Source: an optimization exercise on an open RTL-to-GDS flow (aim: a short achievable clock period and few clock cycles). Production flows keep margins and buffers that such runs may drop. In this exercise RTL edits were held to simulation tests only and were not proved equivalent to the original. No run shown here takes its clock network from TritonCTS; it comes from the design's own scripts or RTL. The clock input has no modelled driver; a real chip could not lean on it and would need a root buffer or a full tree. Power figures rest on the tool's default switching activity, not on a simulated workload.

$ cat flow/config.mk
export PLATFORM = sky130hd
export DESIGN_NAME = mover
export DESIGN_NICKNAME = mover
export VERILOG_FILES = /design/flow/design.v
export SDC_FILE = /design/flow/constraint.sdc
export NUM_CORES = 4
export LEC_CHECK = 0
export CAP_MARGIN = 20
export CORE_AREA = 6 6 254 254
export DIE_AREA = 0 0 260 260
export SETUP_SLACK_MARGIN = 3.3
export SLEW_MARGIN = 20
$ cat flow/constraint.sdc
create_clock -name core_clock -period 5.0 [get_ports {ACLK}]
set_input_delay 1.0000 -clock core_clock [delete_from_list [all_inputs] [get_ports {ACLK}]]
set_output_delay 1.0000 -clock core_clock [all_outputs]
set_load 0.01 [all_outputs]
$ cat flow/design.v
module mover(
    input MOVE_START,
    input[7:0] MOVE_NUM,
    input[31:0] SOURCE_ADDR,
    input[31:0] DEST_ADDR,
    output MOVE_DONE,
    output reg RD_START,
    output reg [31:0] RD_ADDR,
    input[127:0] RD_DATA,
    input RD_DONE,
    output reg WR_START,
    output reg [31:0] WR_ADDR,
    output reg [127:0] WR_DATA,
    input WR_DONE,
    input ACLK,
    input ARESETN
);
    localparam integer CAP = 4;
    reg [127:0]   mem [0:CAP-1];
    reg [CAP-1:0] wsel;         
    reg [CAP-1:0] rsel;         
    reg [CAP-1:0] cnt;          
    reg [CAP-1:0] occ;          
    reg [7:0]     rd_left;      
    reg           rd_lz;        
    reg           rd_hz;        
    reg           rd_first;     
    reg           rd_ok;        
    reg           rd_busy;      
    reg           wr_busy;      
    reg [7:0]     wr_left;      
    reg           wr_lz;        
    reg           wr_hz;        
    reg           wr_done_d;    
    reg           done_r;
    reg [31:0]    rd_addr_q;    
    reg [31:0]    wr_addr_q;    
    reg           rd_req;       
    reg           wr_req;       
    reg           rd_req_d;     
    reg           wr_req_d;     
    reg           rd_cy;        
    reg           wr_cy;
    assign MOVE_DONE = done_r;
    reg [127:0] head;
    integer i;
    always @(*) begin
        head = 128'd0;
        for (i = 0; i < CAP; i = i + 1)
            head = head | (mem[i] & {128{rsel[i]}});
    end
    wire nonempty = cnt[0];
    wire full     = cnt[CAP-1];
    wire rd_go = MOVE_START | (rd_ok & (~rd_busy | RD_DONE));
    wire wr_go = (~wr_busy | WR_DONE) & (nonempty | RD_DONE);
    wire [3:0] rd_lo_m1 = rd_left[3:0] - 4'd1;
    wire [3:0] rd_hi_m1 = rd_left[7:4] - 4'd1;
    wire [3:0] wr_lo_m1 = wr_left[3:0] - 4'd1;
    wire [3:0] wr_hi_m1 = wr_left[7:4] - 4'd1;
    wire rd_more = rd_first ? (~rd_hz | (rd_left[3:1] != 3'd0)) : ~(rd_hz & rd_lz);
    wire wr_last = wr_hz & (wr_left[3:0] == 4'd1);
    reg [31:0] rd_addr_nx, wr_addr_nx;
    always @(*) begin
        rd_addr_nx = rd_addr_q;
        if (MOVE_START)
            rd_addr_nx = SOURCE_ADDR;
        else if (rd_req)
            rd_addr_nx[17:4] = rd_addr_q[17:4] + 14'd1;
        else if (rd_req_d)
            rd_addr_nx[31:18] = rd_addr_q[31:18] + {13'd0, rd_cy};
        wr_addr_nx = wr_addr_q;
        if (rd_first)
            wr_addr_nx = DEST_ADDR;
        else if (wr_req)
            wr_addr_nx[17:4] = wr_addr_q[17:4] + 14'd1;
        else if (wr_req_d)
            wr_addr_nx[31:18] = wr_addr_q[31:18] + {13'd0, wr_cy};
    end
    always @(posedge ACLK) begin
        for (i = 0; i < CAP; i = i + 1)
            if (wsel[i] & ~full) mem[i] <= RD_DATA;
        WR_DATA <= nonempty ? head : RD_DATA;
    end
    always @(posedge ACLK or negedge ARESETN) begin
        if (!ARESETN) begin
            RD_START  <= 1'b0;
            WR_START  <= 1'b0;
            done_r    <= 1'b0;
            wsel      <= {{(CAP-1){1'b0}}, 1'b1};
            rsel      <= {{(CAP-1){1'b0}}, 1'b1};
            cnt       <= {CAP{1'b0}};
            occ       <= {CAP{1'b0}};
            rd_left   <= 8'd0;
            rd_lz     <= 1'b1;
            rd_hz     <= 1'b1;
            rd_first  <= 1'b0;
            rd_ok     <= 1'b0;
            rd_busy   <= 1'b0;
            wr_busy   <= 1'b0;
            wr_left   <= 8'd0;
            wr_lz     <= 1'b1;
            wr_hz     <= 1'b1;
            wr_done_d <= 1'b0;
            rd_addr_q <= 32'd0;
            wr_addr_q <= 32'd0;
        end else begin
            RD_START  <= rd_go;
            WR_START  <= wr_go;
            done_r    <= WR_DONE & wr_last;
            rd_busy   <= rd_go | (rd_busy & ~RD_DONE);
            wr_busy   <= wr_go | (wr_busy & ~WR_DONE);
            if (rd_go & ~wr_go)
                occ <= {occ[CAP-2:0], 1'b1};
            else if (wr_go & ~rd_go)
                occ <= {1'b0, occ[CAP-1:1]};
            if (RD_DONE & ~wr_go)
                cnt <= {cnt[CAP-2:0], 1'b1};
            else if (wr_go & ~RD_DONE)
                cnt <= {1'b0, cnt[CAP-1:1]};
            if (RD_DONE) wsel <= {wsel[CAP-2:0], wsel[CAP-1]};
            if (wr_go)   rsel <= {rsel[CAP-2:0], rsel[CAP-1]};
            rd_first  <= MOVE_START;
            if (MOVE_START) begin
                rd_left <= MOVE_NUM;
                rd_lz   <= (MOVE_NUM[3:0] == 4'd0);
                rd_hz   <= (MOVE_NUM[7:4] == 4'd0);
            end else if (rd_go | rd_first) begin
                rd_left[3:0] <= rd_lo_m1;
                rd_lz        <= (rd_left[3:0] == 4'd1);
                if (rd_lz) begin
                    rd_left[7:4] <= rd_hi_m1;
                    rd_hz        <= (rd_left[7:4] == 4'd1);
                end
            end
            rd_ok     <= rd_more & (~occ[CAP-1] | wr_go);
            wr_done_d <= WR_DONE;
            if (rd_first) begin
                wr_left <= MOVE_NUM;
                wr_lz   <= (MOVE_NUM[3:0] == 4'd0);
                wr_hz   <= (MOVE_NUM[7:4] == 4'd0);
            end else if (wr_done_d) begin
                wr_left[3:0] <= wr_lo_m1;
                wr_lz        <= (wr_left[3:0] == 4'd1);
                if (wr_lz) begin
                    wr_left[7:4] <= wr_hi_m1;
                    wr_hz        <= (wr_left[7:4] == 4'd1);
                end
            end
            rd_addr_q <= rd_addr_nx;
            wr_addr_q <= wr_addr_nx;
        end
    end
    always @(posedge ACLK) begin
        rd_req   <= rd_go;
        wr_req   <= wr_go;
        rd_req_d <= rd_req;
        wr_req_d <= wr_req;
        if (rd_req) rd_cy <= &rd_addr_q[17:4];
        if (wr_req) wr_cy <= &wr_addr_q[17:4];
        RD_ADDR  <= rd_addr_nx;
        WR_ADDR  <= wr_addr_nx;
    end
endmodule
$ cat flow/flow/run.sh
#!/bin/bash
# Layout: the standard flow (standard.sh), except that the clock tree is
# built by flow/clocktree.tcl, which ORFS's CTS step sources before its own
# clock_tree_synthesis call (PRE_CTS_TCL) and which stands in for it.
set -euo pipefail
export PRE_CTS_TCL="$PWD/flow/clocktree.tcl"
bash standard.sh finish > standard.log 2>&1
$ cat flow/flow/clocktree.tcl
# Clock tree for this design, built here in place of TritonCTS: the clock
# port drives a few inverters, each of which drives a group of leaf
# inverters, each of which drives the clock pins of a group of nearby
# registers. Two inverting levels, so the registers see the clock's own
# polarity; groups are made by recursive bisection of the register
# positions, so every register sits behind the same two cells.
if {![info exists ::ctree_l1]} { set ::ctree_l1 4 }
if {![info exists ::ctree_l2]} { set ::ctree_l2 32 }
if {![info exists ::ctree_l1_cell]} { set ::ctree_l1_cell sky130_fd_sc_hd__clkinv_16 }
if {![info exists ::ctree_l2_cell]} { set ::ctree_l2_cell sky130_fd_sc_hd__clkinv_8 }

proc ctree_split {items n} {
  # items: list of {x y iterm}; returns n groups (n a power of two)
  if {$n <= 1} { return [list $items] }
  set xs {}; set ys {}
  foreach it $items { lappend xs [lindex $it 0]; lappend ys [lindex $it 1] }
  set xs [lsort -integer $xs]; set ys [lsort -integer $ys]
  set dx [expr {[lindex $xs end] - [lindex $xs 0]}]
  set dy [expr {[lindex $ys end] - [lindex $ys 0]}]
  set k [expr {$dx >= $dy ? 0 : 1}]
  set sorted [lsort -integer -index $k $items]
  set h [expr {[llength $sorted] / 2}]
  set a [lrange $sorted 0 [expr {$h - 1}]]
  set b [lrange $sorted $h end]
  return [concat [ctree_split $a [expr {$n / 2}]] [ctree_split $b [expr {$n / 2}]]]
}

proc ctree_center {items} {
  set sx 0; set sy 0
  foreach it $items { set sx [expr {$sx + [lindex $it 0]}]; set sy [expr {$sy + [lindex $it 1]}] }
  set n [llength $items]
  return [list [expr {$sx / $n}] [expr {$sy / $n}]]
}

proc ctree_place {inst xy} {
  set m [$inst getMaster]
  set x [expr {[lindex $xy 0] - [$m getWidth] / 2}]
  set y [expr {[lindex $xy 1] - [$m getHeight] / 2}]
  $inst setLocation $x $y
  $inst setPlacementStatus PLACED
}

proc ctree_build {} {
  set db [ord::get_db]
  set block [ord::get_db_block]
  set clk_port [$block findBTerm ACLK]
  set clk_net [$clk_port getNet]
  set items {}
  foreach it [$clk_net getITerms] {
    set bb [[$it getInst] getBBox]
    lappend items [list [expr {([$bb xMin] + [$bb xMax]) / 2}] [expr {([$bb yMin] + [$bb yMax]) / 2}] $it]
  }
  $clk_net setSigType CLOCK
  puts "ctree: [llength $items] clock pins, $::ctree_l1 x [expr {$::ctree_l2 / $::ctree_l1}] leaf groups"
  set m1 [$db findMaster $::ctree_l1_cell]
  set m2 [$db findMaster $::ctree_l2_cell]
  set per [expr {$::ctree_l2 / $::ctree_l1}]
  set top [ctree_split $items $::ctree_l1]
  set j 0
  foreach g1 $top {
    set i1 [odb::dbInst_create $block $m1 "ctree_l1_$j"]
    set n1 [odb::dbNet_create $block "ctree_n1_$j"]
    $n1 setSigType CLOCK
    [$i1 findITerm A] connect $clk_net
    [$i1 findITerm Y] connect $n1
    set leaves [ctree_split $g1 $per]
    set centers {}
    set i 0
    foreach g2 $leaves {
      set name "${j}_$i"
      set i2 [odb::dbInst_create $block $m2 "ctree_l2_$name"]
      set n2 [odb::dbNet_create $block "ctree_n2_$name"]
      $n2 setSigType CLOCK
      [$i2 findITerm A] connect $n1
      [$i2 findITerm Y] connect $n2
      foreach it $g2 {
        set t [lindex $it 2]
        $t disconnect
        $t connect $n2
      }
      set c [ctree_center $g2]
      ctree_place $i2 $c
      lappend centers [list [lindex $c 0] [lindex $c 1] {}]
      incr i
    }
    ctree_place $i1 [ctree_center $centers]
    incr j
  }
}

ctree_build
# the resizer must leave the tree as built
foreach inst [[ord::get_db_block] getInsts] {
  if {[string match ctree_* [$inst getName]]} { $inst setDoNotTouch 1 }
}
foreach net [[ord::get_db_block] getNets] {
  if {[string match ctree_* [$net getName]]} { $net setDoNotTouch 1 }
}
[[[ord::get_db_block] findBTerm ACLK] getNet] setDoNotTouch 1
set_propagated_clock [all_clocks]
# the tree above stands in for TritonCTS
proc clock_tree_synthesis {args} { puts "clock_tree_synthesis skipped: tree built by PRE_CTS_TCL" }
$ cat flow/standard.sh
#!/bin/bash
# synth_recipe.tcl (not shown) runs the flow's synth.tcl, then flattens the netlist and writes it again
# the make line also repeats each setting of config.mk as NAME=value (left out here)
make -C /OpenROAD-flow-scripts/flow DESIGN_CONFIG=/design/flow/config.mk WORK_HOME=/design/flow/orfs CLKGATE_MAP_FILE= SYNTH_SCRIPT=/design/flow/synth_recipe.tcl "${@:-finish}"
==> results of run 1 <==
timing repair:
action	CTS	global route
resized for setup	1171	90
setup buffers	29	6
endpoints found under the hold margin	0	0
pin swaps	13	20
cloned	7	1
endpoints found under the setup margin	853	363
area by class of cell:
class | instances | share of cell area (%)
Inverter | 58 | 2.06
Sequential cell | 818 | 63.5
Tap cell | 782 | 2.79
Multi-Input combinational cell | 932 | 17.4
Timing Repair Buffer | 465 | 14.2
Antenna cell | 7 | 0.0499
stage by stage:
| step | setup WS (ns) | area, um2 | total power, mW | hold slack [ns] | utilization [%] |
|---|---|---|---|---|---|
| 4_1_cts | 3.18 | 34700 | 13.9 | 0.488 | 57.2 |
| 2_1_floorplan | 2.12 | 28500 | 9.37 | 0.369 | - |
| 3_3_place_gp | 2.19 | 33200 | 11.2 | 0.473 | 54.9 |
| 3_5_place_dp | 2.09 | 33200 | 11.2 | 0.480 | 54.9 |
| 5_1_grt | 3.16 | 35100 | 14.6 | 0.484 | 57.9 |
| 6_report | 3.17 | 35100 | 13.9 | 0.465 | 57.9 |
metal layers:
metal / track usage (%) / routed length [um] / vias to the layer above
li1: - / - / 7958
met1: 29.0 / 31700 / 8774
met2: 35.5 / 36700 / 496
met3: 5.41 / 5830 / 81
met4: 3.08 / 1260 / 16
met5: 0 / 109 / -
worst paths after layout:
check,start,end
worst max-delay path,RD_DONE,occ[1]
worst min-delay path,wr_req,wr_req_d
worst max register to register,cnt[3],mem[3][126]
worst min register to register,wr_req,wr_req_d
max in group asynchronous,ARESETN,rd_addr_q[9]
min in group asynchronous,ARESETN,wr_addr_q[23]
kinds of logic after synthesis:
family                   share of synthesized area, %
AO/OA/AOI/OAI                                    11.6
XOR/XNOR                                         1.54
adder cells (fa/ha/maj)                         0.705
buffers and inverters                            1.82
flip-flops                                       77.7
multiplexers                                     1.12
AND/OR/NAND/NOR                                  5.52
cell usage in the layout, fill, tap and decap left out, types with 5 or more instances in the layout:
cell | Yosys | routed
clkdlybuf4s50_1 | 0 | 190
or3_1 | 6 | 6
ha_1 | 16 | 10
nand4_1 | 17 | 17
dfxtp_1 | 196 | 47
nor4_1 | 14 | 7
ha_4 | 0 | 6
xor2_1 | 26 | 26
buf_6 | 3 | 163
a22oi_1 | 257 | 257
edfxtp_1 | 514 | 514
xnor2_1 | 24 | 24
buf_2 | 4 | 48
mux2_2 | 15 | 15
buf_12 | 0 | 10
nor3_1 | 12 | 10
nand2_1 | 100 | 96
nor4_2 | 0 | 6
buf_8 | 0 | 7
inv_1 | 22 | 20
nor2_1 | 150 | 147
diode_2 | 0 | 7
mux2i_1 | 15 | 14
buf_16 | 0 | 9
dfrtp_1 | 102 | 97
a31oi_1 | 137 | 135
o21ai_0 | 72 | 57
o21ai_1 | 1 | 13
dfxtp_2 | 0 | 146
clkinv_8 | 0 | 32
nand3_1 | 20 | 20
bufbuf_16 | 0 | 5
dfstp_2 | 6 | 5
buf_4 | 1 | 25
sequential cells by signal, summed over array words and instances (netlist names), 4 cells and up:
name	flops
RD_ADDR	32
occ	4
rd_addr_q	32
WR_DATA	128
wr_addr_q	32
wr_left	8
rd_left	8
wsel	4
cnt	4
WR_ADDR	32
rsel	4
mem	512
power by group:
group / internal [mW] / switching (mW)
Sequential: 7.95 / 0.433
Combinational: 1.52 / 1.55
Clock: 0.325 / 2.13
==> qor.csv, run 1 <==
stage,metric,value,unit
run_status,status,finished clean,
min_path,hold_depth,0,
clock_network,cts_hold_buf,0,
synthesis,synth_cell_types,49,
critical_path,critPathMaxFanout,4,
placed_design,port_buffers,399,
global_route,grt_max_degree,89,
synthesis,syn_area_per_cell,15.1,um2
drt,vias,17300,
global_route,antenna_found_initial,15,
critical_path,end_kind,flip-flop,
synthesis,syn_nets,2100,
synthesis,ys_warn_count,2,
critical_path,slowest_delay,0.24,ns
critical_path,critPathArrivalTime,1.98,ns
critical_path,r2r_slack,3.33,ns
drt,vias_per_cell,5.66,
critical_path,cp_top_family,compound AO/OA/AOI/OAI gates,
die,dieArea,67600,um2
die,ioPinCount,400,
final_layout,drive_gt1_share,23.2,%
timing,fin_crit,1.83,ns
synthesis,netlist_top_cells_count,"514 x edfxtp_1, 257 x a22oi_1, 196 x dfxtp_1, 150 x nor2_1, 137 x a31oi_1",
timing,drv_slew,0,
drt,drc,0,
global_route,grt_first_pass_wirelength,112000,um
global_route,grt_pass1_vias,17600,
final_layout,stdcell_count,3062,
drt,ant_nets,0,
power,vdd_ir_drop_max,0.000218,V
timing,hold_viol,0,
clock_network,clock_latency,0.26,ns
clock_network,clkTransAtPathRegs,0.10,ns
critical_path,cp_num_buf_inv,2,
drt,drt-pass1-iter-count,6,
die,start_util,46.9,%
critical_path,cpMaxStageDelayCell,o21ai_4,
global_route,grt_overflow,0,
drt,wirelength,75600,um
final_layout,fillers,4804,
synthesis,synth-seq-area-share,77.7,%
critical_path,reg2reg_depth,2,
drt,wire_per_inst,24.7,um
die,core_area,60600,um2
critical_path,critical_path_class,primary input to flip-flop,
synthesis,synthArstFlopShare,13.2,%
timing,worst_pin_slew,0.571,ns
drt,drtIter0Drc,1246,
synthesis,synth-main-ff-cell,edfxtp_1,
placed_design,place.gp.congestion,0.781,
synthesis,synth_edf_count,514,
timing,timing.fmax,547,MHz
synthesis,synth_top_area_share,54.4,%
placed_design,dp.final_hpwl,41400,um
synthesis,yosys.area.top_type,edfxtp_1,
die,placementRows,90,
timing,timing.slew.headroom,62.0,%
placed_design,dp.cells,2976,
critical_path,cp_num_cells,6,
final_layout,nNetsFinal,2496,
critical_path,cp_common_cell,buf_12,
final_layout,areaGrowthSynthToFinish,23.6,%
timing,setup_tns,0,ns
synthesis,synthTopCellsByArea,"edfxtp_1 54%, dfxtp_1 14%, dfrtp_1 9.0%, a22oi_1 6.8%, a31oi_1 3.0%",
die,die_w,260,um
synthesis,synth_seq_cells,818,
global_route,gr-usage-all-layers,21.2,%
critical_path,start_kind,primary input,
timing,rsz0062_at_grt,yes,
timing,min_period_over_period,36.5,%
synthesis,yosysMostFrequentCell,edfxtp_1,
power,powerDensity,397,nW/um2
final_layout,multi_input_area,6100,um2
critical_path,worstPathRequired,5.15,ns
synthesis,synth_area,28400,um2
timing,fin_skew,0.0203,ns
timing,setup_viol,0,
min_path,holdCritPathClass,flip-flop to flip-flop,
job,cap_violations,0,
die,die_h,260,um
critical_path,worstPathCellList,buf_12 > buf_12 > o21ai_4 > ha_4 > mux2i_2 > o21ai_1,
synthesis,synthCells,1879,
final_layout,seqCellArea,22300,um2
power,power_leakage,11.8,nW
Testbench counts, summed over its fixed seeds: cycles 78,189.
==> run 2: changes to the inputs <==
--- a/flow/flow/clocktree.tcl
+++ b/flow/flow/clocktree.tcl
@@ -90,4 +90,6 @@
 
 ctree_build
+# power pins of the new cells, as the floorplan's rules connect every cell's
+global_connect
 # the resizer must leave the tree as built
 foreach inst [[ord::get_db_block] getInsts] {
==> run 2 against run 1 <==
Compared with the run above:
- sequential power barely moved
- highest routed layer unchanged
- largest power group unchanged
- worst setup slack did not move
- wire length did not move
- critical endpoint unchanged
- register-to-register slack barely moved
==> qor.csv, run 2 <==
stage,metric,value,unit
run_status,status,finished clean,
drt,drtIter0Drc,1245,
critical_path,slowest_delay,0.24,ns
final_layout,fillers,4804,
final_layout,reg_top3,"mem (512), WR_DATA (128)",
critical_path,critical_path_class,primary input to flip-flop,
global_route,grt_first_pass_wirelength,112000,um
final_layout,stdcell_count,3062,
synthesis,synth_edf_count,514,
synthesis,synthCells,1879,
die,placementRows,90,
global_route,gr-usage-all-layers,21.2,%
final_layout,regMostFlops,mem,
critical_path,cpMaxStageDelayCell,o21ai_4,
synthesis,synth-seq-area-share,77.7,%
critical_path,worstPathRequired,5.15,ns
synthesis,yosysMostFrequentCell,edfxtp_1,
die,core_area,60600,um2
timing,rsz0062_at_grt,yes,
die,start_util,46.9,%
final_layout,drive_gt1_share,23.2,%
placed_design,dp.cells,2976,
global_route,grt_pass1_vias,17600,
critical_path,critPathMaxFanout,4,
timing,timing.fmax,547,MHz
synthesis,synthArstFlopShare,13.2,%
critical_path,start_kind,primary input,
drt,vias,17300,
placed_design,port_buffers,399,
drt,vias_per_cell,5.66,
placed_design,dp.final_hpwl,41400,um
global_route,grt_max_degree,89,
timing,hold_viol,0,
synthesis,synth_seq_cells,818,
final_layout,final_cell_mix,"514 x edfxtp_1, 257 x a22oi_1, 190 x clkdlybuf4s50_1",
drt,drc,0,
critical_path,critPathArrivalTime,1.98,ns
drt,drt-pass1-iter-count,6,
power,power_leakage,11.8,nW
timing,fin_crit,1.83,ns
die,dieArea,67600,um2
die,die_h,260,um
timing,drv_slew,0,
synthesis,syn_nets,2100,
final_layout,final_common_cell,edfxtp_1,
final_layout,areaGrowthSynthToFinish,23.6,%
final_layout,nNetsFinal,2496,
synthesis,syn_area_per_cell,15.1,um2
clock_network,clock_latency,0.26,ns
critical_path,end_kind,flip-flop,
global_route,grt_overflow,0,
synthesis,netlist_top_cells_count,"514 x edfxtp_1, 257 x a22oi_1, 196 x dfxtp_1, 150 x nor2_1, 137 x a31oi_1",
min_path,holdCritPathClass,flip-flop to flip-flop,
drt,wire_per_inst,24.7,um
drt,ant_nets,0,
clock_network,clkTransAtPathRegs,0.10,ns
die,die_w,260,um
drt,wirelength,75600,um
timing,timing.slew.headroom,62.0,%
critical_path,worstPathCellList,buf_12 > buf_12 > o21ai_4 > ha_4 > mux2i_2 > o21ai_1,
global_route,antenna_found_initial,15,
timing,fin_skew,0.0203,ns
synthesis,ys_warn_count,2,
power,powerDensity,397,nW/um2
timing,worst_pin_slew,0.571,ns
die,ioPinCount,400,
synthesis,yosys.area.top_type,edfxtp_1,
synthesis,synthTopCellsByArea,"edfxtp_1 54%, dfxtp_1 14%, dfrtp_1 9.0%, a22oi_1 6.8%, a31oi_1 3.0%",
synthesis,synth-main-ff-cell,edfxtp_1,
critical_path,cp_common_cell,buf_12,
job,cap_violations,0,
final_layout,largest_reg_flops,512,
synthesis,synth_cell_types,49,
synthesis,synth_area,28400,um2
placed_design,place.gp.congestion,0.781,
power,vdd_ir_drop_max,0.000308,V
critical_path,cp_top_family,compound AO/OA/AOI/OAI gates,
timing,min_period_over_period,36.5,%
timing,setup_tns,0,ns
synthesis,synth_top_area_share,54.4,%
timing,setup_viol,0,
critical_path,cp_num_buf_inv,2,
-- run 2: final cells by class --
class / instances / area (um2) / share of cell area (%)
diodes: 7 / 17.5 / 0.0499
inverters: 58 / 723 / 2.06
multi-input cells: 932 / 6100 / 17.4
flip-flops and latches: 818 / 22300 / 63.5
well taps: 782 / 978 / 2.79
repair buffers: 465 / 4980 / 14.2
-- run 2: cells by family after synthesis --
kind of cell / share of synthesized area [%]
compound gates: 11.6
flops: 77.7
xor+xnor: 1.54
simple gates: 5.52
buf+inv: 1.82
fa+ha+maj: 0.705
mux: 1.12
-- run 2: path summary, 6_finish.rpt --
check                      startpoint             to  slack, ns  cells after the start
setup / recovery              RD_DONE         occ[1]       3.17                      6
hold / removal                 wr_req       wr_req_d       0.47                      0
setup reg to reg               cnt[3]    mem[3][126]       3.33                      2
hold reg to reg                wr_req       wr_req_d       0.47                      0
max in group asynchronous     ARESETN   rd_addr_q[9]       3.52                      2
min in group asynchronous     ARESETN  wr_addr_q[23]       0.70                      1
-- run 2: stage by stage --
| step | hold WS, ns | cell area (um2) | util [%] | worst slack (ns) | power [mW] |
|---|---|---|---|---|---|
| final | 0.465 | 35100 | 57.9 | 3.17 | 13.9 |
| after global routing | 0.484 | 35100 | 57.9 | 3.16 | 14.6 |
| after CTS | 0.488 | 34700 | 57.2 | 3.18 | 13.9 |
| after detailed placement | 0.480 | 33200 | 54.9 | 2.09 | 11.2 |
| after global placement | 0.473 | 33200 | 54.9 | 2.19 | 11.2 |
| after floorplan | 0.369 | 28500 | - | 2.12 | 9.37 |
-- run 2: per-layer routing --
layer	part of all wire (%)	track usage [%]	wire [um]
met4	1.7	3.08	1260
met2	49	35.5	36700
met3	7.7	5.41	5830
met5	0.14	0	109
met1	42	29.0	31700
-- run 2: report_power, final --
part	switching (mW)	leakage [nW]	internal, mW
combinational	1.55	4.01	1.52
sequential	0.433	7.57	7.95
clock	2.13	0.266	0.325
-- run 2: repair_timing --
| item | CTS | global route |
|---|---|---|
| resized for setup | 1171 | 90 |
| gates cloned | 7 | 1 |
| hold buffers | 0 | 0 |
| buffers inserted | 29 | 6 |
| pin swaps | 13 | 20 |
| setup endpoints to repair | 853 | 363 |
==> run 3: changes to the inputs <==
--- a/flow/design.v
+++ b/flow/design.v
@@ -33,9 +33,9 @@
     reg           wr_hz;        
     reg           wr_done_d;    
+    reg           rd_req_n;     
+    reg           wr_req_n;     
     reg           done_r;
     reg [31:0]    rd_addr_q;    
     reg [31:0]    wr_addr_q;    
-    reg           rd_req;       
-    reg           wr_req;       
     reg           rd_req_d;     
     reg           wr_req_d;     
@@ -43,4 +43,6 @@
     reg           wr_cy;
     assign MOVE_DONE = done_r;
+    wire rd_req = ~rd_req_n;
+    wire wr_req = ~wr_req_n;
     reg [127:0] head;
     integer i;
@@ -52,12 +54,17 @@
     wire nonempty = cnt[0];
     wire full     = cnt[CAP-1];
-    wire rd_go = MOVE_START | (rd_ok & (~rd_busy | RD_DONE));
-    wire wr_go = (~wr_busy | WR_DONE) & (nonempty | RD_DONE);
+    wire wr_free  = ~wr_busy | WR_DONE;
+    wire rd_go    = MOVE_START | (rd_ok & (~rd_busy | RD_DONE));
+    wire wr_go    = wr_free & (nonempty | RD_DONE);
+    wire cnt_up   = RD_DONE & ~wr_free;
+    wire cnt_dn   = ~RD_DONE & wr_free & nonempty;
+    wire occ_room = (rd_req & ~wr_req) ? ~occ[CAP-2] :
+                    (wr_req & ~rd_req) ? 1'b1 : ~occ[CAP-1];
     wire [3:0] rd_lo_m1 = rd_left[3:0] - 4'd1;
     wire [3:0] rd_hi_m1 = rd_left[7:4] - 4'd1;
     wire [3:0] wr_lo_m1 = wr_left[3:0] - 4'd1;
     wire [3:0] wr_hi_m1 = wr_left[7:4] - 4'd1;
-    wire rd_more = rd_first ? (~rd_hz | (rd_left[3:1] != 3'd0)) : ~(rd_hz & rd_lz);
-    wire wr_last = wr_hz & (wr_left[3:0] == 4'd1);
+    wire rd_more  = rd_req ? (~rd_hz | (rd_left[3:1] != 3'd0)) : ~(rd_hz & rd_lz);
+    wire wr_last  = wr_hz & (wr_left[3:0] == 4'd1);
     reg [31:0] rd_addr_nx, wr_addr_nx;
     always @(*) begin
@@ -86,4 +93,6 @@
             RD_START  <= 1'b0;
             WR_START  <= 1'b0;
+            rd_req_n  <= 1'b1;
+            wr_req_n  <= 1'b1;
             done_r    <= 1'b0;
             wsel      <= {{(CAP-1){1'b0}}, 1'b1};
@@ -107,14 +116,16 @@
             RD_START  <= rd_go;
             WR_START  <= wr_go;
+            rd_req_n  <= ~rd_go;
+            wr_req_n  <= ~wr_go;
             done_r    <= WR_DONE & wr_last;
             rd_busy   <= rd_go | (rd_busy & ~RD_DONE);
             wr_busy   <= wr_go | (wr_busy & ~WR_DONE);
-            if (rd_go & ~wr_go)
+            if (rd_req & ~wr_req)
                 occ <= {occ[CAP-2:0], 1'b1};
-            else if (wr_go & ~rd_go)
+            else if (wr_req & ~rd_req)
                 occ <= {1'b0, occ[CAP-1:1]};
-            if (RD_DONE & ~wr_go)
+            if (cnt_up)
                 cnt <= {cnt[CAP-2:0], 1'b1};
-            else if (wr_go & ~RD_DONE)
+            else if (cnt_dn)
                 cnt <= {1'b0, cnt[CAP-1:1]};
             if (RD_DONE) wsel <= {wsel[CAP-2:0], wsel[CAP-1]};
@@ -125,5 +136,5 @@
                 rd_lz   <= (MOVE_NUM[3:0] == 4'd0);
                 rd_hz   <= (MOVE_NUM[7:4] == 4'd0);
-            end else if (rd_go | rd_first) begin
+            end else if (rd_req) begin
                 rd_left[3:0] <= rd_lo_m1;
                 rd_lz        <= (rd_left[3:0] == 4'd1);
@@ -133,5 +144,5 @@
                 end
             end
-            rd_ok     <= rd_more & (~occ[CAP-1] | wr_go);
+            rd_ok     <= rd_more & (occ_room | wr_go);
             wr_done_d <= WR_DONE;
             if (rd_first) begin
@@ -152,6 +163,4 @@
     end
     always @(posedge ACLK) begin
-        rd_req   <= rd_go;
-        wr_req   <= wr_go;
         rd_req_d <= rd_req;
         wr_req_d <= wr_req;
==> run 3 against run 2 <==
Compared with the run above:
- still clean on timing, DRC and antenna
- clock power barely moved
- sequential power fell by 5.1%
- hold slack got worse by 0.027 ns
- critical path depth fell by 5
- combinational power fell by 38%
- area after synthesis rose by 0.74%
- sequential share of layout area rose by 0.080 points
- critical path type is now flip-flop to output pin
- critical endpoint is now RD_START
==> qor.csv, run 3 <==
stage,metric,value,unit
synthesis,netlist_top_cells_count,"514 x edfxtp_1, 257 x a22oi_1, 194 x dfxtp_1, 146 x nor2_1, 128 x a31oi_1",
power,powerDensity,351,nW/um2
synthesis,synth-main-ff-cell,edfxtp_1,
global_route,met3_usage,4.45,%
synthesis,yosysMostFrequentCell,edfxtp_1,
drt,wire_per_inst,24.1,um
clock_network,cts_hold_buf,0,
critical_path,worstPathCellList,buf_6,
global_route,antenna_found_initial,23,
drt,drc,0,
timing,fin_skew,0.0245,ns
placed_design,port_buffers,399,
synthesis,ys_warn_count,2,
clock_network,clkTransAtPathRegs,0.10,ns
synthesis,synth-seq-area-share,77.2,%
critical_path,critPathMaxFanout,1,
timing,hold_ws,0.439,ns
global_route,grt_util_met1,28.1,%
synthesis,synth_area,28600,um2
synthesis,synth_seq_cells,818,
timing,rsz0062_at_grt,yes,
die,ioPinCount,400,
placed_design,place_worst_setup_slack,2.38,ns
final_layout,stdcell_count,3041,
critical_path,end_kind,output pin,
final_layout,areaGrowthSynthToFinish,22.7,%
die,placementRows,90,
power,power,12.3,mW
synthesis,synth_edf_count,514,
final_layout,regMostFlops,mem,
synthesis,synth_top_area_share,54.0,%
critical_path,critical_path_class,flip-flop to output pin,
critical_path,cpMaxStageDelayCell,dfrtp_1,
synthesis,yosys.area.top_type,edfxtp_1,
drt,drtIter0Drc,1217,
final_layout,reg_top3,"mem (512), WR_DATA (128)",
global_route,use_met2,34.6,%
global_route,grt_overflow,0,
placed_design,dp.final_hpwl,40900,um
global_route,grt_pass1_vias,17400,
timing,fin_crit,1.81,ns
final_layout,final_cell_mix,"514 x edfxtp_1, 257 x a22oi_1, 190 x clkdlybuf4s50_1",
job,cap_violations,0,
die,die_h,260,um
drt,vias_per_cell,5.60,
synthesis,syn_nets,2092,
global_route,grt_first_pass_wirelength,109000,um
timing,setup_viol,0,
global_route,gr-usage-all-layers,20.6,%
placed_design,place.gp.congestion,0.781,
final_layout,largest_reg_flops,512,
power,power_leakage,11.9,nW
timing,timing.slew.headroom,59.0,%
min_path,holdCritPathClass,flip-flop to flip-flop,
timing,worst_pin_slew,0.615,ns
final_layout,final_common_cell,edfxtp_1,
critical_path,slowest_delay,0.41,ns
die,die_w,260,um
synthesis,synthTopCellsByArea,"edfxtp_1 54%, dfxtp_1 14%, dfrtp_1 8.9%, a22oi_1 6.7%, a31oi_1 2.8%",
timing,drv_slew,0,
critical_path,critPathArrivalTime,0.81,ns
placed_design,dp.cells,2964,
drt,ant_nets,0,
synthesis,syn_area_per_cell,15.3,um2
global_route,top_usage_layer,met2,
timing,hold_viol,0,
critical_path,worstPathRequired,4.00,ns
global_route,grt_max_degree,95,
synthesis,synthCells,1871,
die,dieArea,67600,um2
final_layout,fillers,4714,
power,vdd_ir_drop_max,0.000272,V
drt,wirelength,73300,um
run_status,status,finished clean,
timing,min_period_over_period,36.3,%
die,start_util,47.2,%
synthesis,synth_cell_types,55,
final_layout,drive_gt1_share,24.1,%
timing,timing.final.ws_setup,3.19,ns
critical_path,cp_num_buf_inv,1,
timing,timing.fmax,551,MHz
final_layout,nNetsFinal,2474,
critical_path,cp_top_family,flip-flops,
clock_network,clock_latency,0.26,ns
drt,drt-pass1-iter-count,5,
timing,setup_tns,0,ns
drt,vias,17000,
critical_path,start_kind,flip-flop,
synthesis,synthArstFlopShare,13.4,%
die,core_area,60600,um2
run 3: worst paths after layout:
check | start | endpoint | slack, ns | cells after the start
max | RD_START | RD_START | 3.19 | 1
min | rd_ok | rd_req_n | 0.44 | 1
max reg2reg | rd_req_n | rd_addr_q[28] | 3.28 | 5
min reg2reg | rd_ok | rd_req_n | 0.44 | 1
max in group asynchronous | ARESETN | rd_addr_q[3] | 3.50 | 2
min in group asynchronous | ARESETN | wr_addr_q[28] | 0.74 | 1
run 3: what timing repair did:
item,4_1_cts,5_1_grt
resized for setup,1135,116
endpoints found under the hold margin,0,0
buffers inserted,22,9
gates cloned,2,0
endpoints found under the setup margin,806,326
pin swaps,7,7
run 3: area by class of cell:
| type | instances | area, um2 | share of cell area (%) |
|---|---|---|---|
| Antenna cell | 8 | 20.0 | 0.0571 |
| Inverter | 60 | 731 | 2.08 |
| Multi-Input combinational cell | 921 | 6230 | 17.8 |
| Sequential cell | 818 | 22300 | 63.6 |
| Tap cell | 782 | 978 | 2.79 |
| Timing Repair Buffer | 452 | 4810 | 13.7 |
run 3: kinds of logic after synthesis:
group	after synthesis	share of synthesized area (%)
AND/OR/NAND/NOR	335	5.72
buffers and inverters	132	1.89
adder cells (fa/ha/maj)	16	0.700
AO/OA/AOI/OAI	473	11.2
XOR/XNOR	59	1.81
multiplexers	38	1.46
flip-flops	818	77.2
run 3: layer usage:
metal / share of wire (%) / routed length [um]
met5: 0.22 / 161
met4: 1.9 / 1390
met3: 6.5 / 4790
met2: 49 / 36000
met1: 42 / 30900
run 3: power by group:
group	total [mW]	internal (mW)	switching (mW)	leakage (nW)
sequential	7.96	7.65	0.307	7.58
clock	2.48	0.325	2.15	0.266
combinational	1.89	0.973	0.912	4.06
total	12.3	8.95	3.37	11.9
run 3: stage by stage:
| step | util [%] | cell area (um2) |
|---|---|---|
| finish | 57.9 | 35100 |
| CTS | 57.0 | 34500 |
| detailed placement | 55.2 | 33500 |
| global route | 57.9 | 35100 |
| global placement | 55.2 | 33500 |
| floorplan | - | 28700 |
Testbench counts of run 3, summed over its fixed seeds: cycles 78,189.
==> run 4: changes to the inputs <==
==> flow/flow/run.sh (replaced) <==
#!/bin/bash
# Layout: the standard flow (standard.sh), except at CTS: ORFS's CTS step
# sources flow/clocktree.tcl before its own clock_tree_synthesis call
# (PRE_CTS_TCL). That script moves each output port's buffer and register
# next to the port (flow/iomove.tcl), then builds the clock tree in place of
# TritonCTS.
set -euo pipefail
export PRE_CTS_TCL="$PWD/flow/clocktree.tcl"
bash standard.sh finish > standard.log 2>&1
--- a/flow/flow/clocktree.tcl
+++ b/flow/flow/clocktree.tcl
@@ -89,4 +89,5 @@
 }
 
+source [file join [file dirname $::env(PRE_CTS_TCL)] iomove.tcl]
 ctree_build
 # power pins of the new cells, as the floorplan's rules connect every cell's
@@ -100,4 +101,6 @@
 }
 [[[ord::get_db_block] findBTerm ACLK] getNet] setDoNotTouch 1
+# and the output buffers sized in iomove.tcl
+foreach inst $::io_keep { $inst setDoNotTouch 1 }
 set_propagated_clock [all_clocks]
 # the tree above stands in for TritonCTS
==> flow/flow/iomove.tcl (new file) <==
# Output ports: move each port's buffer to the port and the register that
# drives it next to the buffer, so the clock-to-output path has short wires.
proc io_center {bb} {
  return [list [expr {([$bb xMin] + [$bb xMax]) / 2}] [expr {([$bb yMin] + [$bb yMax]) / 2}]]
}
proc io_driver {net} {
  foreach it [$net getITerms] {
    if {[$it isOutputSignal]} { return [$it getInst] }
  }
  return ""
}
proc io_put {inst x y} {
  set m [$inst getMaster]
  set core [[ord::get_db_block] getCoreArea]
  set w [$m getWidth]; set h [$m getHeight]
  set x [expr {$x - $w / 2}]; set y [expr {$y - $h / 2}]
  set x [expr {max([$core xMin], min([$core xMax] - $w, $x))}]
  set y [expr {max([$core yMin], min([$core yMax] - $h, $y))}]
  $inst setLocation $x $y
  $inst setPlacementStatus PLACED
}
set ::io_keep {}
proc io_move_outputs {} {
  set block [ord::get_db_block]
  set core [$block getCoreArea]
  set moved 0
  foreach bt [$block getBTerms] {
    if {[$bt getIoType] != "OUTPUT"} { continue }
    set buf [io_driver [$bt getNet]]
    if {$buf eq ""} { continue }
    set in [$buf findITerm A]
    if {$in eq "NULL" || [$in getNet] eq "NULL"} { continue }
    set reg [io_driver [$in getNet]]
    if {$reg eq "" || ![[$reg getMaster] isSequential]} { continue }
    lassign [io_center [$bt getBBox]] px py
    # inward direction from the nearest die edge
    set dx 0; set dy 0
    if {$px <= [$core xMin]} { set dx 1 } elseif {$px >= [$core xMax]} { set dx -1 } elseif {$py <= [$core yMin]} { set dy 1 } else { set dy -1 }
    set step 4000
    # the reset registers are slower, so their buffers get a size that
    # loads them little and drives the port well
    if {[string match *dfrtp* [[$reg getMaster] getName]] && [lsearch {sky130_fd_sc_hd__buf_1 sky130_fd_sc_hd__buf_2} [[$buf getMaster] getName]] >= 0} {
      $buf swapMaster [[ord::get_db] findMaster sky130_fd_sc_hd__buf_4]
      lappend ::io_keep $buf
    }
    io_put $buf [expr {$px + $dx * $step}] [expr {$py + $dy * $step}]
    io_put $reg [expr {$px + $dx * 3 * $step}] [expr {$py + $dy * 3 * $step}]
    incr moved
  }
  puts "iomove: moved $moved output buffers and registers"
}
io_move_outputs
==> run 4 against run 3 <==
Compared with the run above:
- synthesized cell count unchanged
- sequential share of layout area shrank 0.71 points
- maximum frequency up 2.1%
- area after synthesis unchanged
- wire length rose by 5.0%
- flip-flop and latch count did not move
- cell count increased by 0.49%
- clock power is essentially flat
- largest cell class unchanged
- sequential power hardly changed
- worst setup slack gained 0.037 ns
- die area is the same
- via count grew 1.8%
==> qor.csv, run 4 <==
stage,metric,value,unit
run_status,status,finished clean,
min_path,hold_depth,1,
timing,hold_ws,0.415,ns
power,p_int,8.96,mW
final_layout,reg_top3,"mem (512), WR_DATA (128)",
critical_path,cp_top_family,flip-flops,
die,ioPinCount,400,
critical_path,slowest_delay,0.38,ns
power,pwr-share-clk,20.1,%
synthesis,yosys.area.top_type,edfxtp_1,
critical_path,timing.rr.end,wr_addr_q[29],
die,start_util,47.2,%
critical_path,r2r_slack,3.28,ns
synthesis,synthArstFlopShare,13.4,%
synthesis,synth_top_area_share,54.0,%
clock_network,cts_hold_buf,0,
drt,drtIter0Drc,1323,
placed_design,place.gp.congestion,0.781,
global_route,use_met2,36.2,%
critical_path,cpMaxStageDelayCell,dfrtp_1,
timing,fin_skew,0.0221,ns
drt,vias,17300,
critical_path,critPathMaxFanout,1,
critical_path,worstPathRequired,4.00,ns
timing,timing.final.ws_setup,3.22,ns
synthesis,synthTopCellsByArea,"edfxtp_1 54%, dfxtp_1 14%, dfrtp_1 8.9%, a22oi_1 6.7%, a31oi_1 2.8%",
synthesis,synth_cell_types,55,
timing,setup_tns,0,ns
global_route,grt_first_pass_wirelength,114000,um
power,power_leakage,12.2,nW
synthesis,netlist_top_cells_count,"514 x edfxtp_1, 257 x a22oi_1, 194 x dfxtp_1, 146 x nor2_1, 128 x a31oi_1",
job,cap_violations,0,
final_layout,areaGrowthSynthToFinish,24.0,%
timing,timing.fmax,562,MHz
drt,drc,0,
synthesis,synthCells,1871,
synthesis,synth_area,28600,um2
timing,drv_slew,0,
critical_path,critPathArrivalTime,0.78,ns
timing,hold_viol,0,
placed_design,dp.final_hpwl,40900,um
final_layout,fin_util,58.5,%
power,powerDensity,351,nW/um2
synthesis,syn_area_per_cell,15.3,um2
die,placementRows,90,
drt,drt-pass1-iter-count,5,
drt,wire_per_inst,25.2,um
synthesis,synth_seq_cells,818,
global_route,antenna_found_initial,38,
min_path,holdCritPathClass,flip-flop to flip-flop,
timing,rsz0062_at_grt,yes,
drt,vias_per_cell,5.68,
synthesis,ys_warn_count,2,
critical_path,end_kind,output pin,
global_route,top_usage_layer,met2,
final_layout,largest_reg_flops,512,
final_layout,stdcell_count,3056,
timing,worst_pin_slew,0.646,ns
final_layout,nNetsFinal,2483,
global_route,grt_max_degree,95,
placed_design,dp.cells,2964,
final_layout,drive_gt1_share,26.0,%
global_route,met3_usage,3.77,%
final_layout,final_common_cell,edfxtp_1,
critical_path,critical_path_class,flip-flop to output pin,
die,core_area,60600,um2
synthesis,synth-seq-area-share,77.2,%
critical_path,r2r_start,wr_req_n,
synthesis,synth-main-ff-cell,edfxtp_1,
min_path,min_to,rd_req_n,
global_route,grt_util_met1,29.9,%
placed_design,port_buffers,399,
timing,fin_crit,1.78,ns
power,vdd_ir_drop_max,0.000323,V
drt,wirelength,77000,um
placed_design,place_worst_setup_slack,2.38,ns
critical_path,worstPathCellList,buf_2,
timing,setup_viol,0,
critical_path,start_kind,flip-flop,
synthesis,yosysMostFrequentCell,edfxtp_1,
final_layout,regMostFlops,mem,
power,p_sw_share,28.0,%
min_path,hp-start,rd_ok,
global_route,grt_overflow,0,
synthesis,syn_nets,2092,
final_layout,final_cell_mix,"514 x edfxtp_1, 257 x a22oi_1, 160 x clkdlybuf4s50_1",
clock_network,clock_latency,0.26,ns
critical_path,reg2reg_depth,5,
die,dieArea,67600,um2
global_route,grt_pass1_vias,17800,
drt,ant_nets,0,
synthesis,synth_edf_count,514,
timing,min_period_over_period,35.6,%
die,die_w,260,um
timing,timing.slew.headroom,56.9,%
power,power_switching,3.49,mW
power,comb_power_share,15.9,%
critical_path,cp_num_buf_inv,1,
clock_network,clkTransAtPathRegs,0.11,ns
die,die_h,260,um
global_route,gr-usage-all-layers,21.5,%
power,p_seq_share,64.0,%
-- run 4: changes by cell type in the layout (fill, tap and decap cells not counted), sizes merged --
cell	previous run	this run
buf	248	257
clkbuf	4	3
clkdlybuf4s15	1	2
clkdlybuf4s50	190	160
diode	8	14
dlygate4sd2	6	19
dlymetal6s2s	1	18
-- run 4: power by group through the flow --
stage                     clock network (mW)  logic (mW)  registers [mW]
after floorplan                            0       0.587            8.08
after global routing                    2.85        2.12            8.00
after detailed placement                   0        1.76            8.04
after global placement                     0        1.74            8.04
final                                   2.50        1.98            7.96
after CTS                               2.58        1.87            7.92
-- run 4: cell type report --
cell class,count,area (um2)
fill,4543,25100
timing repair buffer,461,4850
sequential,818,22300
inverter,60,731
antenna,14,35.0
tap,782,978
multi-input combinational,921,6570
-- run 4: how the worst max path moves through the flow --
stage / start / endpoint / slack (ns) / cells past startpoint
floorplan: wsel[0] / mem[0][0] / 2.12 / 1
global placement: MOVE_START / rd_addr_q[2] / 2.38 / 3
detailed placement: MOVE_START / rd_addr_q[1] / 2.38 / 3
CTS: RD_DATA[127] / WR_DATA[127] / 3.20 / 3
global route: RD_START / RD_START / 3.18 / 1
finish: done_r / MOVE_DONE / 3.22 / 1
-- run 4: through the flow --
step	total power [mW]	cell area, um2
after floorplan	8.66	28700
after global placement	9.78	33500
after detailed placement	9.80	33500
after CTS	12.4	34800
after global routing	13.0	35400
final	12.4	35500
-- run 4: routing by layer --
| metal | share of wire, % | vias up |
|---|---|---|
| met5 | 0.25 | - |
| met4 | 1.9 | 28 |
| met3 | 6.5 | 117 |
| met2 | 49 | 521 |
| met1 | 42 | 8770 |
| li1 | - | 7908 |
-- run 4: kinds of logic (layout without fill, tap and decap cells) --
| kind of cell | count (synthesis) | count (layout) | synth area share [%] |
|---|---|---|---|
| compound gates | 473 | 473 | 11.2 |
| buf+inv | 132 | 521 | 1.89 |
| flops | 818 | 818 | 77.2 |
| other cells | 0 | 14 | 0 |
| fa+ha+maj | 16 | 16 | 0.700 |
| simple gates | 335 | 335 | 5.72 |
| xor+xnor | 59 | 59 | 1.81 |
| mux | 38 | 38 | 1.46 |
-- run 4: timing repair --
item / 4_1_cts / 5_1_grt
pin swaps: 8 / 8
buffers inserted: 36 / 3
cloned: 2 / 1
endpoints found under the hold margin: 0 / 0
endpoints found under the setup margin: 807 / 293
gates resized for setup: 1107 / 149
==> run 5: changes to the inputs <==
--- a/flow/flow/iomove.tcl
+++ b/flow/flow/iomove.tcl
@@ -40,5 +40,5 @@
     # the reset registers are slower, so their buffers get a size that
     # loads them little and drives the port well
-    if {[string match *dfrtp* [[$reg getMaster] getName]] && [lsearch {sky130_fd_sc_hd__buf_1 sky130_fd_sc_hd__buf_2} [[$buf getMaster] getName]] >= 0} {
+    if {[string match *dfrtp* [[$reg getMaster] getName]]} {
       $buf swapMaster [[ord::get_db] findMaster sky130_fd_sc_hd__buf_4]
       lappend ::io_keep $buf
==> run 5 against run 4 <==
Compared with the run above:
- synthesized cell count unchanged
- cell area increased by 0.11%
- largest power group unchanged
- clock skew decreased by 0.0013 ns
- worst setup slack got worse by 0.017 ns
- die area unchanged
- clock power about the same
- still clean
==> qor.csv, run 5 <==
stage,metric,value,unit
placed_design,dp.final_hpwl,40900,um
global_route,antenna_found_initial,38,
job,cap_violations,0,
critical_path,critPathArrivalTime,0.79,ns
timing,worst_pin_slew,0.651,ns
critical_path,slowest_delay,0.39,ns
power,vdd_ir_drop_max,0.000324,V
drt,wl_met3,4760,um
synthesis,synth-seq-area-share,77.2,%
synthesis,yosysMostFrequentCell,edfxtp_1,
power,power_leakage,12.2,nW
timing,drv_slew,0,
die,ioPinCount,400,
synthesis,yosys.area.top_type,edfxtp_1,
global_route,grt_pass1_vias,17800,
power,power,12.5,mW
clock_network,clkTransAtPathRegs,0.11,ns
final_layout,areaGrowthSynthToFinish,24.1,%
drt,wl_met1,32600,um
power,powerDensity,351,nW/um2
final_layout,reg_top3,"mem (512), WR_DATA (128)",
critical_path,worstPathCellList,buf_4,
global_route,grt_max_degree,95,
timing,min_period_over_period,35.9,%
die,placementRows,90,
synthesis,synth_cell_types,55,
global_route,grt_overflow,0,
drt,ant_nets,0,
critical_path,cp_top_family,flip-flops,
timing,hold_viol,0,
synthesis,synthCells,1871,
run_status,status,finished clean,
synthesis,synth_seq_cells,818,
drt,drt-pass1-iter-count,6,
final_layout,largest_reg_flops,512,
critical_path,start_kind,flip-flop,
timing,rsz0062_at_grt,yes,
drt,drc,0,
timing,fin_crit,1.79,ns
timing,timing.fmax,557,MHz
timing,fin_skew,0.0209,ns
final_layout,nNetsFinal,2485,
placed_design,dp.cells,2964,
die,dieArea,67600,um2
die,core_area,60600,um2
synthesis,netlist_top_cells_count,"514 x edfxtp_1, 257 x a22oi_1, 194 x dfxtp_1, 146 x nor2_1, 128 x a31oi_1",
final_layout,final_common_cell,edfxtp_1,
synthesis,synthArstFlopShare,13.4,%
synthesis,ys_warn_count,2,
synthesis,synth-main-ff-cell,edfxtp_1,
die,die_w,260,um
drt,top_layer_used,met5,
final_layout,drive_gt1_share,26.2,%
final_layout,stdcell_count,3057,
min_path,holdCritPathClass,flip-flop to flip-flop,
clock_network,clock_latency,0.26,ns
synthesis,syn_nets,2092,
final_layout,regMostFlops,mem,
drt,drtIter0Drc,1357,
placed_design,place_worst_setup_slack,2.38,ns
timing,timing.slew.headroom,56.6,%
synthesis,syn_area_per_cell,15.3,um2
drt,wirelength,77200,um
drt,wire_per_inst,25.3,um
timing,setup_tns,0,ns
drt,vias_per_cell,5.70,
final_layout,final_cell_mix,"514 x edfxtp_1, 257 x a22oi_1, 160 x clkdlybuf4s50_1, 160 x buf_6, 150 x dfxtp_2",
final_layout,fillers,4534,
drt,vias,17400,
global_route,gr-usage-all-layers,21.6,%
drt,met2_length,38200,um
die,start_util,47.2,%
placed_design,port_buffers,399,
critical_path,critical_path_class,flip-flop to output pin,
critical_path,critPathMaxFanout,1,
synthesis,synthTopCellsByArea,"edfxtp_1 54%, dfxtp_1 14%, dfrtp_1 8.9%, a22oi_1 6.7%, a31oi_1 2.8%",
critical_path,cpMaxStageDelayCell,dfrtp_1,
critical_path,cp_num_buf_inv,1,
critical_path,end_kind,output pin,
critical_path,worstPathRequired,4.00,ns
synthesis,synth_area,28600,um2
global_route,grt_first_pass_wirelength,114000,um
synthesis,synth_edf_count,514,
timing,setup_viol,0,
clock_network,cts_hold_buf,0,
synthesis,synth_top_area_share,54.0,%
die,die_h,260,um
placed_design,place.gp.congestion,0.781,
timing,timing.final.ws_setup,3.21,ns
## run 5: cell counts after synthesis
Identical to the previous run, type by type.
## run 5: metal layers
metal / vias to the layer above / GRT usage [%]
met1: 8854 / 30.0
met2: 516 / 36.3
li1: 7909 / -
met3: 121 / 3.76
met4: 28 / 3.98
met5: - / 0
## run 5: final cells by class
| cell class | count | area [um2] | share of cell area [%] |
|---|---|---|---|
| flip-flops and latches | 818 | 22300 | 62.8 |
| multi-input cells | 921 | 6580 | 18.5 |
| repair buffers | 463 | 4880 | 13.7 |
| inverters | 60 | 731 | 2.06 |
| diodes | 13 | 32.5 | 0.0917 |
| well taps | 782 | 978 | 2.76 |
## run 5: kinds of logic after synthesis
family | after synthesis | synth area share (%)
compound gates | 473 | 11.2
xor+xnor | 59 | 1.81
fa+ha+maj | 16 | 0.700
buf+inv | 132 | 1.89
flops | 818 | 77.2
mux | 38 | 1.46
simple gates | 335 | 5.72
## run 5: path summary, 6_finish.rpt
check	start	endpoint	slack, ns	cells past startpoint
max	done_r	MOVE_DONE	3.21	1
min	rd_ok	rd_req_n	0.43	1
max reg2reg	wr_req_n	wr_addr_q[29]	3.28	5
min reg2reg	rd_ok	rd_req_n	0.43	1
max in group asynchronous	ARESETN	rd_addr_q[2]	3.52	2
min in group asynchronous	ARESETN	done_r	0.70	1
## run 5: through the flow
| step | util [%] | instance area, um2 | hold WS, ns |
|---|---|---|---|
| after floorplan | - | 28700 | 0.394 |
| after global placement | 55.2 | 33500 | 0.433 |
| after detailed placement | 55.2 | 33500 | 0.418 |
| after CTS | 57.5 | 34800 | 0.437 |
| after global routing | 58.6 | 35500 | 0.461 |
| final | 58.6 | 35500 | 0.435 |
## run 5: power breakdown
group | internal (mW) | total (mW) | switching (mW) | leakage (nW)
Sequential | 7.65 | 7.96 | 0.311 | 7.58
Combinational | 0.982 | 1.99 | 1.01 | 4.32
Clock | 0.326 | 2.50 | 2.18 | 0.266
## run 5: repair_timing
action,in CTS,in global routing
endpoints found under the setup margin,809,294
pin swaps,8,12
resized for setup,1096,152
hold endpoints to repair,0,0
gates cloned,2,1
buffers inserted,36,5
==> run 6: changes to the inputs <==
--- a/flow/flow/clocktree.tcl
+++ b/flow/flow/clocktree.tcl
@@ -101,6 +101,4 @@
 }
 [[[ord::get_db_block] findBTerm ACLK] getNet] setDoNotTouch 1
-# and the output buffers sized in iomove.tcl
-foreach inst $::io_keep { $inst setDoNotTouch 1 }
 set_propagated_clock [all_clocks]
 # the tree above stands in for TritonCTS
--- a/flow/flow/iomove.tcl
+++ b/flow/flow/iomove.tcl
@@ -20,5 +20,4 @@
   $inst setPlacementStatus PLACED
 }
-set ::io_keep {}
 proc io_move_outputs {} {
   set block [ord::get_db_block]
@@ -38,10 +37,4 @@
     if {$px <= [$core xMin]} { set dx 1 } elseif {$px >= [$core xMax]} { set dx -1 } elseif {$py <= [$core yMin]} { set dy 1 } else { set dy -1 }
     set step 4000
-    # the reset registers are slower, so their buffers get a size that
-    # loads them little and drives the port well
-    if {[string match *dfrtp* [[$reg getMaster] getName]]} {
-      $buf swapMaster [[ord::get_db] findMaster sky130_fd_sc_hd__buf_4]
-      lappend ::io_keep $buf
-    }
     io_put $buf [expr {$px + $dx * $step}] [expr {$py + $dy * $step}]
     io_put $reg [expr {$px + $dx * 3 * $step}] [expr {$py + $dy * 3 * $step}]
--- a/flow/config.mk
+++ b/flow/config.mk
@@ -7,6 +7,6 @@
 export LEC_CHECK = 0
 export CAP_MARGIN = 20
-export CORE_AREA = 6 6 254 254
-export DIE_AREA = 0 0 260 260
+export CORE_AREA = 6 6 224 224
+export DIE_AREA = 0 0 230 230
 export SETUP_SLACK_MARGIN = 3.3
 export SLEW_MARGIN = 20
==> run 6 against run 5 <==
Compared with the run above:
- cell area fell by 0.67%
- sequential power barely moved
- first-iteration DRC count rose by 24%
- hold slack improved by 0.013 ns
- die area shrank 22%
- still clean
- worst setup slack improved by 0.0045 ns
- highest routed layer unchanged
- largest power group unchanged
- clock power about the same
- wire length shrank 1.8%
- critical path depth did not move
- clock skew increased by 0.0058 ns
- register-to-register slack is essentially flat
==> qor.csv, run 6 <==
stage,metric,value,unit
run_status,status,finished clean,
final_layout,final_common_cell,edfxtp_1,
synthesis,synthTopCellsByArea,"edfxtp_1 54%, dfxtp_1 14%, dfrtp_1 8.9%, a22oi_1 6.7%, a31oi_1 2.8%",
power,power_leakage,12.2,nW
synthesis,synth_area,28600,um2
min_path,holdCritPathClass,flip-flop to flip-flop,
timing,timing.fmax,559,MHz
job,cap_violations,0,
clock_network,cts_hold_buf,0,
drt,drt-pass1-iter-count,6,
final_layout,drive_gt1_share,26.1,%
placed_design,dp.final_hpwl,38700,um
global_route,antenna_found_initial,36,
critical_path,cpMaxStageDelayCell,dfrtp_1,
drt,wire_per_inst,26.5,um
global_route,grt_first_pass_wirelength,111000,um
synthesis,syn_nets,2092,
critical_path,critPathMaxFanout,1,
synthesis,syn_area_per_cell,15.3,um2
drt,ant_nets,0,
synthesis,synth-main-ff-cell,edfxtp_1,
critical_path,worstPathRequired,4.00,ns
drt,vias,18000,
critical_path,worstPathCellList,buf_2,
timing,fin_crit,1.79,ns
synthesis,synth_seq_cells,818,
synthesis,synth_top_area_share,54.0,%
drt,drc,0,
power,p_sw_share,27.9,%
power,powerDensity,353,nW/um2
placed_design,port_buffers,399,
final_layout,reg_top3,"mem (512), WR_DATA (128)",
power,comb_power_share,16.1,%
synthesis,synth_edf_count,514,
synthesis,synthCells,1871,
critical_path,end_kind,output pin,
critical_path,r2r_slack,3.27,ns
timing,fin_skew,0.0266,ns
die,ioPinCount,400,
synthesis,netlist_top_cells_count,"514 x edfxtp_1, 257 x a22oi_1, 194 x dfxtp_1, 146 x nor2_1, 128 x a31oi_1",
power,power_switching,3.47,mW
drt,vias_per_cell,6.27,
final_layout,areaGrowthSynthToFinish,23.3,%
critical_path,cp_num_buf_inv,1,
global_route,grt_pass1_vias,18000,
timing,worst_pin_slew,0.673,ns
timing,hold_ws,0.448,ns
die,start_util,61.3,%
placed_design,place.gp.congestion,0.817,
critical_path,slowest_delay,0.39,ns
power,vdd_ir_drop_max,0.000330,V
final_layout,regMostFlops,mem,
power,pwr-share-clk,19.8,%
die,core_area,46700,um2
final_layout,fillers,2722,
clock_network,clock_latency,0.26,ns
synthesis,synthArstFlopShare,13.4,%
global_route,gr-usage-all-layers,26.8,%
die,placementRows,79,
drt,drtIter0Drc,1676,
synthesis,ys_warn_count,2,
synthesis,synth-seq-area-share,77.2,%
synthesis,yosysMostFrequentCell,edfxtp_1,
global_route,grt_overflow,0,
critical_path,cp_top_family,flip-flops,
final_layout,final_cell_mix,"514 x edfxtp_1, 257 x a22oi_1, 169 x buf_6",
die,die_h,230,um
final_layout,nNetsFinal,2468,
critical_path,critPathArrivalTime,0.79,ns
critical_path,start_kind,flip-flop,
synthesis,synth_cell_types,55,
final_layout,largest_reg_flops,512,
timing,rsz0062_at_grt,yes,
power,p_seq_share,64.0,%
synthesis,yosys.area.top_type,edfxtp_1,
clock_network,clkTransAtPathRegs,0.10,ns
critical_path,critical_path_class,flip-flop to output pin,
die,die_w,230,um
timing,min_period_over_period,35.8,%
timing,timing.slew.headroom,55.2,%
timing,setup_viol,0,
timing,setup_tns,0,ns
final_layout,fin_util,75.6,%
power,p_int,8.97,mW
die,dieArea,52900,um2
timing,drv_slew,0,
drt,wirelength,75800,um
timing,hold_viol,0,
power,power,12.4,mW
global_route,grt_max_degree,82,
[run 6: layout make-up]
class | instances | area (um2) | share of cell area [%]
timing repair buffer | 446 | 4830 | 13.7
tap | 607 | 759 | 2.15
multi-input combinational | 921 | 6590 | 18.7
inverter | 60 | 731 | 2.07
antenna | 14 | 35.0 | 0.0994
sequential | 818 | 22300 | 63.3
[run 6: logic make-up (layout without fill, tap and decap cells)]
logic type               Yosys count  in the layout  share of synthesized area (%)
AO/OA/AOI/OAI                    473            473                           11.2
XOR/XNOR                          59             59                           1.81
adder cells (fa/ha/maj)           16             16                          0.700
buffers and inverters            132            506                           1.89
flip-flops                       818            818                           77.2
multiplexers                      38             38                           1.46
other                              0             14                              0
AND/OR/NAND/NOR                  335            335                           5.72
[run 6: what timing repair did]
item,4_1_cts,5_1_grt
endpoints found under the setup margin,973,332
pin swaps,7,9
gates cloned,5,1
gates resized for setup,1130,164
buffers inserted,20,4
[run 6: layer usage]
layer | up-vias | track usage (%) | wire, um
met3 | 154 | 5.47 | 6490
li1 | 7894 | - | -
met4 | 28 | 6.34 | 2080
met5 | - | 0 | 153
met1 | 9083 | 36.1 | 29200
met2 | 819 | 45.4 | 38000
[run 6: final timing paths]
check	end	cells after the start	start
min in group asynchronous	rd_addr_q[24]	1	ARESETN
worst max-delay path	WR_START	1	WR_START
max in group asynchronous	wr_addr_q[10]	2	ARESETN
worst min-delay path	rd_req_n	1	rd_ok
worst min register to register	rd_req_n	1	rd_ok
worst max register to register	rd_addr_q[28]	4	rd_req_n
[run 6: per-stage QoR]
step	setup WS [ns]	instance area (um2)	std cells
floorplan	2.12	28700	1871
global placement	2.38	33200	2786
detailed placement	2.37	33200	2786
finish	3.21	35300	2866
global route	3.17	35200	2858
CTS	3.19	34500	2847
[run 6: power groups by stage]
stage	Clock, mW	Sequential, mW	Combinational, mW
after floorplan	0	8.08	0.587
after global placement	0	8.02	1.73
after detailed placement	0	8.02	1.77
after CTS	2.50	7.93	1.86
after global routing	2.77	8.01	2.14
final	2.47	7.97	2.01
==> run 7: changes to the inputs <==
--- a/flow/config.mk
+++ b/flow/config.mk
@@ -7,6 +7,6 @@
 export LEC_CHECK = 0
 export CAP_MARGIN = 20
-export CORE_AREA = 6 6 224 224
-export DIE_AREA = 0 0 230 230
+export CORE_AREA = 6 6 244 244
+export DIE_AREA = 0 0 250 250
 export SETUP_SLACK_MARGIN = 3.3
 export SLEW_MARGIN = 20
==> run 7 against run 6 <==
Compared with the run above:
- clock power hardly changed
- combinational power is 3% lower
- still clean
- area after synthesis stayed put
- largest cell class unchanged
- hold slack worse by 0.032 ns
- utilization is 11 points lower
- highest routed layer unchanged
- clock skew is 0.0084 ns lower
- global-route usage is 3.8 points lower
- sequential power hardly changed
- critical path type unchanged
- synthesized cell count stayed put
==> qor.csv, run 7 <==
stage,metric,value,unit
synthesis,synth_mux_area_share,1.46,%
global_route,grt_max_degree,97,
synthesis,synth_seq_cells,818,
die,core_area,55500,um2
critical_path,worstPathCellList,buf_2,
final_layout,final_cell_mix,"514 x edfxtp_1, 257 x a22oi_1, 159 x clkdlybuf4s50_1",
synthesis,synth_compound_area_share,11.2,%
critical_path,cpMaxStageDelayCell,dfrtp_1,
global_route,grt_first_pass_wirelength,113000,um
final_layout,areaGrowthSynthToFinish,24.5,%
die,start_util,51.5,%
critical_path,timing.rr.end,mem[1][106],
critical_path,critPathArrivalTime,0.78,ns
final_layout,nNetsFinal,2487,
critical_path,critPathMaxFanout,1,
final_layout,largest_reg_flops,512,
critical_path,slowest_delay,0.38,ns
timing,setup_tns,0,ns
critical_path,cp_num_buf_inv,1,
timing,fin_skew,0.0182,ns
synthesis,synthTopCellsByArea,"edfxtp_1 54%, dfxtp_1 14%, dfrtp_1 8.9%, a22oi_1 6.7%, a31oi_1 2.8%",
synthesis,synthCells,1871,
die,ioPinCount,400,
timing,rsz0062_at_grt,yes,
critical_path,worstPathRequired,4.00,ns
critical_path,critical_path_class,flip-flop to output pin,
synthesis,synth_simple_gate_area_share,5.72,%
clock_network,clock_latency,0.26,ns
power,powerDensity,348,nW/um2
final_layout,multi_input_area,6590,um2
synthesis,yosys.area_share.adder,0.700,%
timing,drv_slew,0,
critical_path,setup.worst_path.start,WR_START,
timing,timing.fmax,561,MHz
drt,drtIter0Drc,1107,
power,power_leakage,12.2,nW
global_route,antenna_found_initial,37,
job,cap_violations,0,
timing,timing.slew.headroom,49.9,%
critical_path,cp_top_family,flip-flops,
final_layout,seqCellArea,22300,um2
synthesis,syn_area_per_cell,15.3,um2
drt,ant_nets,0,
synthesis,yosysMostFrequentCell,edfxtp_1,
power,vdd_ir_drop_max,0.000267,V
final_layout,drive_gt1_share,25.8,%
placed_design,port_buffers,399,
synthesis,synth-seq-area-share,77.2,%
final_layout,fin_util,64.1,%
final_layout,reg_top3,"mem (512), WR_DATA (128)",
drt,wirelength,77300,um
critical_path,cp_num_cells,1,
min_path,holdCritPathClass,flip-flop to flip-flop,
synthesis,yosys.area.top_type,edfxtp_1,
synthesis,ys_warn_count,2,
timing,hold_viol,0,
global_route,gr-usage-all-layers,23.0,%
placed_design,place.gp.congestion,0.803,
drt,drc,0,
global_route,grt_pass1_vias,17900,
timing,worst_pin_slew,0.751,ns
critical_path,reg2reg_depth,4,
placed_design,dp.final_hpwl,40800,um
final_layout,final_area,35600,um2
critical_path,end_kind,output pin,
drt,drt-pass1-iter-count,5,
timing,hold_ws,0.416,ns
die,die_h,250,um
die,die_w,250,um
critical_path,start_kind,flip-flop,
global_route,grt_overflow,0,
critical_path,cp-endpoint,WR_START,
run_status,status,finished clean,
timing,fin_crit,1.78,ns
placed_design,dpl_cell_area,33400,um2
synthesis,netlist_top_cells_count,"514 x edfxtp_1, 257 x a22oi_1, 194 x dfxtp_1, 146 x nor2_1, 128 x a31oi_1",
power,power,12.4,mW
synthesis,synth_top_area_share,54.0,%
synthesis,synthArstFlopShare,13.4,%
synthesis,synth_edf_count,514,
drt,vias_per_cell,5.79,
synthesis,synth_top_family_by_area,compound AO/OA/AOI/OAI gates,
synthesis,syn_nets,2092,
synthesis,synth_area,28600,um2
final_layout,final_common_cell,edfxtp_1,
synthesis,synth_xor_area_share,1.81,%
timing,min_period_over_period,35.7,%
synthesis,synth_cell_types,55,
die,placementRows,86,
synthesis,synth-main-ff-cell,edfxtp_1,
clock_network,clkTransAtPathRegs,0.10,ns
critical_path,r2r_start,cnt[3],
drt,wire_per_inst,25.6,um
final_layout,regMostFlops,mem,
timing,setup_viol,0,
critical_path,r2r_slack,3.32,ns
drt,vias,17500,
clock_network,cts_hold_buf,0,
die,dieArea,62500,um2
final_layout,fillers,4040,
-- run 7: kinds of logic (layout without fill, tap and decap cells) --
logic type,Yosys count,in the layout
other cells,0,13
fa+ha+maj,16,16
mux,38,38
buf+inv,132,523
simple gates,335,337
xor+xnor,59,59
flops,818,818
compound gates,473,473
-- run 7: per-stage QoR --
stage / std cells / setup slack (ns)
finish: 3025 / 3.22
global route: 3020 / 3.19
CTS: 3004 / 3.20
detailed placement: 2931 / 2.43
global placement: 2931 / 2.51
floorplan: 1871 / 2.12
-- run 7: layout make-up --
cell class | count | area share (%)
Inverter | 60 | 2.05
Sequential cell | 818 | 62.6
Antenna cell | 13 | 0.0914
Multi-Input combinational cell | 923 | 18.5
Timing Repair Buffer | 463 | 14.1
Tap cell | 748 | 2.63
-- run 7: repair_timing --
item,CTS,global route
pin swaps,6,1
resized for setup,1111,135
buffers inserted,29,3
gates cloned,8,5
endpoints found under the setup margin,887,397
-- run 7: per-layer routing --
metal  global-route usage, %  wire length, um  vias to the layer above
met3                    3.97             4400                      128
met2                    38.6            38200                      509
li1                        -                -                     7914
met4                    5.39             2080                       22
met1                    31.7            32500                     8938
met5                       0              147                        -
-- run 7: power breakdown --
group	internal, mW	switching (mW)	leakage, nW
clock	0.325	2.17	0.266
combinational	0.954	0.991	4.34
sequential	7.65	0.297	7.58
-- run 7: worst min path at each step --
| stage | startpoint | endpoint | slack [ns] | cells past startpoint |
|---|---|---|---|---|
| floorplan | rd_ok | rd_req_n | 0.39 | 1 |
| global placement | rd_ok | rd_req_n | 0.42 | 1 |
| detailed placement | rd_ok | rd_req_n | 0.43 | 1 |
| CTS | rd_ok | rd_req_n | 0.42 | 1 |
| global route | rd_ok | rd_req_n | 0.45 | 1 |
| finish | rd_ok | rd_req_n | 0.42 | 1 |
